Context: an optimization exercise on an open-source flow, tuned for small area and a short achievable clock period. The choices shown serve that exercise and are no tape-out recipe. Only simulation tests tie the RTL to the original design; equivalence was not proved. No activity file was given, so power comes from the tool's default toggle rates.

## v46
==> flow/design.v <==
`timescale 1ns / 1ps
module quant_pre(
    input             clk,
    input             rst,
    input      [31:0] i_max,
    input      [31:0] i_activation,
    output reg [24:0] o_a,      
    output reg [22:0] o_nm,     
    output reg [2:0]  o_sh,     
    output reg        o_big,    
    output reg        o_eq      
);
    wire [7:0] em = i_max[30:23];
    wire [7:0] ea = i_activation[30:23];
    wire [7:0] d  = em - ea;
    wire big  = ea > em;
    wire zero = ea < (em - 8'd8);
    wire eq   = (ea == em);
    always @(posedge clk) begin
        begin
            o_nm  <= ~i_max[22:0];
            o_big <= big;
            o_eq  <= eq & ~zero;
            o_sh  <= eq ? 3'd0 : (d[2:0] - 3'd1);
            if (zero & ~big)
                o_a <= 25'd0;
            else if (eq)
                o_a <= {1'b1, i_activation[22:0], 1'b0};
            else
                o_a <= {2'b01, i_activation[22:0]};
        end
    end
endmodule
`timescale 1ns / 1ps
module quant_divider (
    input  [24:0] i_v,
    input  [22:0] i_nm,       
    output        o_bit,
    output [23:0] o_rem
);
    localparam N = 24;
    localparam L = 5;
    wire [N-1:0] a = i_v[N-1:0];
    wire [N-1:0] b = {1'b0, i_nm};
    wire [N-1:0] g = a & b;
    wire [N-1:0] p = a ^ b;
    wire [N-1:0] G [0:2*L-1];
    wire [N-1:0] P [0:2*L-1];
    assign G[0] = {g[N-1:1], a[0] | b[0]};
    assign P[0] = {p[N-1:1], 1'b0};
    genvar l, i;
    generate
        for (l = 0; l < L; l = l + 1) begin : g_up
            for (i = 0; i < N; i = i + 1) begin : g_bit
                if (((i + 1) % (2 << l)) == 0) begin : m
                    assign G[l+1][i] = G[l][i] | (P[l][i] & G[l][i - (1 << l)]);
                    assign P[l+1][i] = P[l][i] & P[l][i - (1 << l)];
                end else begin : k
                    assign G[l+1][i] = G[l][i];
                    assign P[l+1][i] = P[l][i];
                end
            end
        end
        for (l = L - 2; l >= 0; l = l - 1) begin : g_dn
            for (i = 0; i < N; i = i + 1) begin : g_bit
                if (((i + 1) % (2 << l)) == (1 << l) && i > (1 << l)) begin : m
                    assign G[2*L-1-l][i] = G[2*L-2-l][i] | (P[2*L-2-l][i] & G[2*L-2-l][i - (1 << l)]);
                    assign P[2*L-1-l][i] = P[2*L-2-l][i] & P[2*L-2-l][i - (1 << l)];
                end else begin : k
                    assign G[2*L-1-l][i] = G[2*L-2-l][i];
                    assign P[2*L-1-l][i] = P[2*L-2-l][i];
                end
            end
        end
    endgenerate
    wire [N-1:0] cy  = G[2*L-1];               
    wire [N-1:0] cin = {cy[N-2:0], 1'b1};      
    assign o_bit = i_v[24] | cy[N-1];
    assign o_rem = a ^ ({N{o_bit}} & (b ^ cin));
endmodule
`timescale 1ns / 1ps
module quantizer(
    input         clk,
    input         rst,
    input  [31:0] i_max,
    input  [31:0] i_activation,
    output [7:0]  o_index
);
    wire [24:0] a0;
    wire [22:0] mm0;
    wire [2:0]  sh0;
    wire        big0, eq0;
    quant_pre u_quant_pre(
        .clk(clk), .rst(rst), .i_max(i_max), .i_activation(i_activation),
        .o_a(a0), .o_nm(mm0), .o_sh(sh0), .o_big(big0), .o_eq(eq0)
    );
    wire        c1;
    wire [23:0] rem1;
    quant_divider u_step1(.i_v(a0), .i_nm(mm0), .o_bit(c1), .o_rem(rem1));
    wire sat1 = big0 | (eq0 & (a0[23:1] >= ~mm0));
    wire [23:0] rem [1:8];
    wire [22:0] mm  [1:8];
    wire [2:0]  sh  [1:8];
    wire        sat [1:8];
    wire [7:0]  q   [1:8];    
    assign rem[1] = rem1;
    assign mm[1]  = mm0;
    assign sh[1]  = sh0;
    assign sat[1] = sat1;
    assign q[1]   = {7'd0, c1};
    genvar k;
    generate
        for (k = 2; k <= 8; k = k + 1) begin : g_stage
            reg [23:0] r_rem;
            reg [22:0] r_mm;
            reg [2:0]  r_sh;
            reg        r_sat;
            reg [6:0]  r_q;
            always @(posedge clk) begin
                begin
                    r_rem <= rem[k-1];
                    r_mm  <= mm[k-1];
                    r_sh  <= sh[k-1];
                    r_sat <= sat[k-1];
                    r_q   <= q[k-1][6:0];
                end
            end
            wire        c;
            wire [23:0] nrem;
            quant_divider u_step(.i_v({r_rem, 1'b0}), .i_nm(r_mm), .o_bit(c), .o_rem(nrem));
            assign rem[k] = nrem;
            assign mm[k]  = r_mm;
            assign sh[k]  = r_sh;
            assign sat[k] = r_sat;
            assign q[k]   = {r_q, c};
        end
    endgenerate
    wire [7:0] idx = sat[8] ? 8'hff : (q[8] >> sh[8]);
    reg [3:0] r_cnt;
    reg [7:0] r_index;
    always @(posedge clk or posedge rst) begin
        if (rst) begin
            r_cnt   <= 4'd0;
            r_index <= 8'd0;
        end else begin
            if (!r_cnt[3])
                r_cnt <= r_cnt + 4'd1;
            r_index <= idx & {8{r_cnt[3]}};
        end
    end
    assign o_index = r_index;
endmodule
Settings: LEC_CHECK=0, CAP_MARGIN=20, CORE_MARGIN=2, CORE_UTILIZATION=60, CTS_CLUSTER_DIAMETER=100, CTS_CLUSTER_SIZE=30, SETUP_SLACK_MARGIN=2.4, SLEW_MARGIN=20; clock period 5.0 ns.
standard.sh (not shown) runs the stock make flow with config.mk's settings and CLKGATE_MAP_FILE= SYNTH_SCRIPT=/design/flow/synth_recipe.tcl, a recipe that flattens the netlist after the stock synthesis.
==> flow/flow/run.sh <==
#!/bin/bash
# The standard ORFS layout, run whole; the only change is the cell used
# for the input and output port buffers (a plain buffer instead of the
# delay buffer the resizer picks by default).
set -euo pipefail
export BUFFER_PORTS_ARGS="-buffer_cell sky130_fd_sc_hd__buf_2"
bash standard.sh > standard.log 2>&1
The following lists how v47 was set up differently from v46:
Settings: SETUP_SLACK_MARGIN changed from 2.4 to 2.2.
### Flow results
v47 finished end to end and its layout was clean on timing, DRC and antenna. Going from v46 to v47, post-synthesis to final-layout area growth shrinks by 8.6 points. Going from v46 to v47, worst path setup slack after routing now smaller, total routing resource utilization after global routing now smaller.
Relative to v47, the following input files were edited for v41:
Settings: CTS_CLUSTER_DIAMETER now 120, was 100; CTS_CLUSTER_SIZE now 36, was 30; SETUP_SLACK_MARGIN now 2.0, was 2.2.
### Flow results
When the final numbers for v41 and v47 were put side by side, the post-cts repair resize count turned out to be greater in v47.
Against v47, v41 comes in about 6.5% lower on top achievable clock speed.
Going from v47 to v41, internal power shrank by a few percent.
Comparing v47 against v41, there is no change at all in post-route antenna net violation count.
Synthesized area essentially unchanged between v41 and v47.
Count of clock-net buffers in the final layout: v41 vs v47 down 2
v47 ended up with more cell instances than v41 did.
v41: detailed route wirelength on metal3 is about 4.3% lower than what v47 reported.
Time the worst path needs with I/O delays and setup, v41 and v47: lower on v47
| global-route wire length before repair | v47 vs v41 | ≈ equal |
Re post-DP HPWL: v41 and v47 aren't equal, and the lower value belongs to v47.
For v39, these inputs were changed with respect to v41:
Settings: CTS_CLUSTER_DIAMETER changed from 120 to 100; CTS_CLUSTER_SIZE changed from 36 to 30; CORE_UTILIZATION changed from 60 to 70.
[summary]
On multi-input logic area, v39 tracks v41 almost exactly. In the tables for v41 and v39, met3 wire length reads lower with v39. On placement-stage cell area: between v41 and v39, it ends up lower for v39. Of v41 and v39, v39 shows the higher non-clock buffer count, with v41 below it. Cmp v39 vs v41: met1 layer usage reported by global route higher in v39. v39 ran to completion and came out clean on the timing, design-rule and antenna checks. v41 has lower number of clock buffers inserted by TritonCTS than v39. Comparing v41 and v39, the lower pre-CTS setup slack was measured on v41. v41 fits on a die that is larger than the die of v39.

## port drivers added, routing unchanged
No port has a modelled driver above. Below, the same layouts with a new extraction and two added sets of constraints. Step 1: set_driving_cell puts a clkbuf_16 on clk and a buf_2 on each other input, an assumption about the parent block. Step 2 times the ports against the registers' clock, not the clock port: input delays grow and output delays shrink by t, the midpoint of the rising clock arrivals with the driver on. Three values: no drivers, after step 1, after step 2; two values: the first two.
run	t (ns)	setup slack, ns	worst setup path at the end
v46	0.572	2.357 / 2.357 / 1.818	input to register
v47	0.570	2.302 / 2.302 / 1.793	input to register
v41	0.577	2.115 / 2.115 / 1.729	input to register
v39	0.572	2.123 / 2.123 / 1.753	input to register
After both steps setup and hold are still met in every run listed. For v46, which loses most, drivers alone change the setup slack by 0.000 ns; drivers and shift together by -0.539 ns.
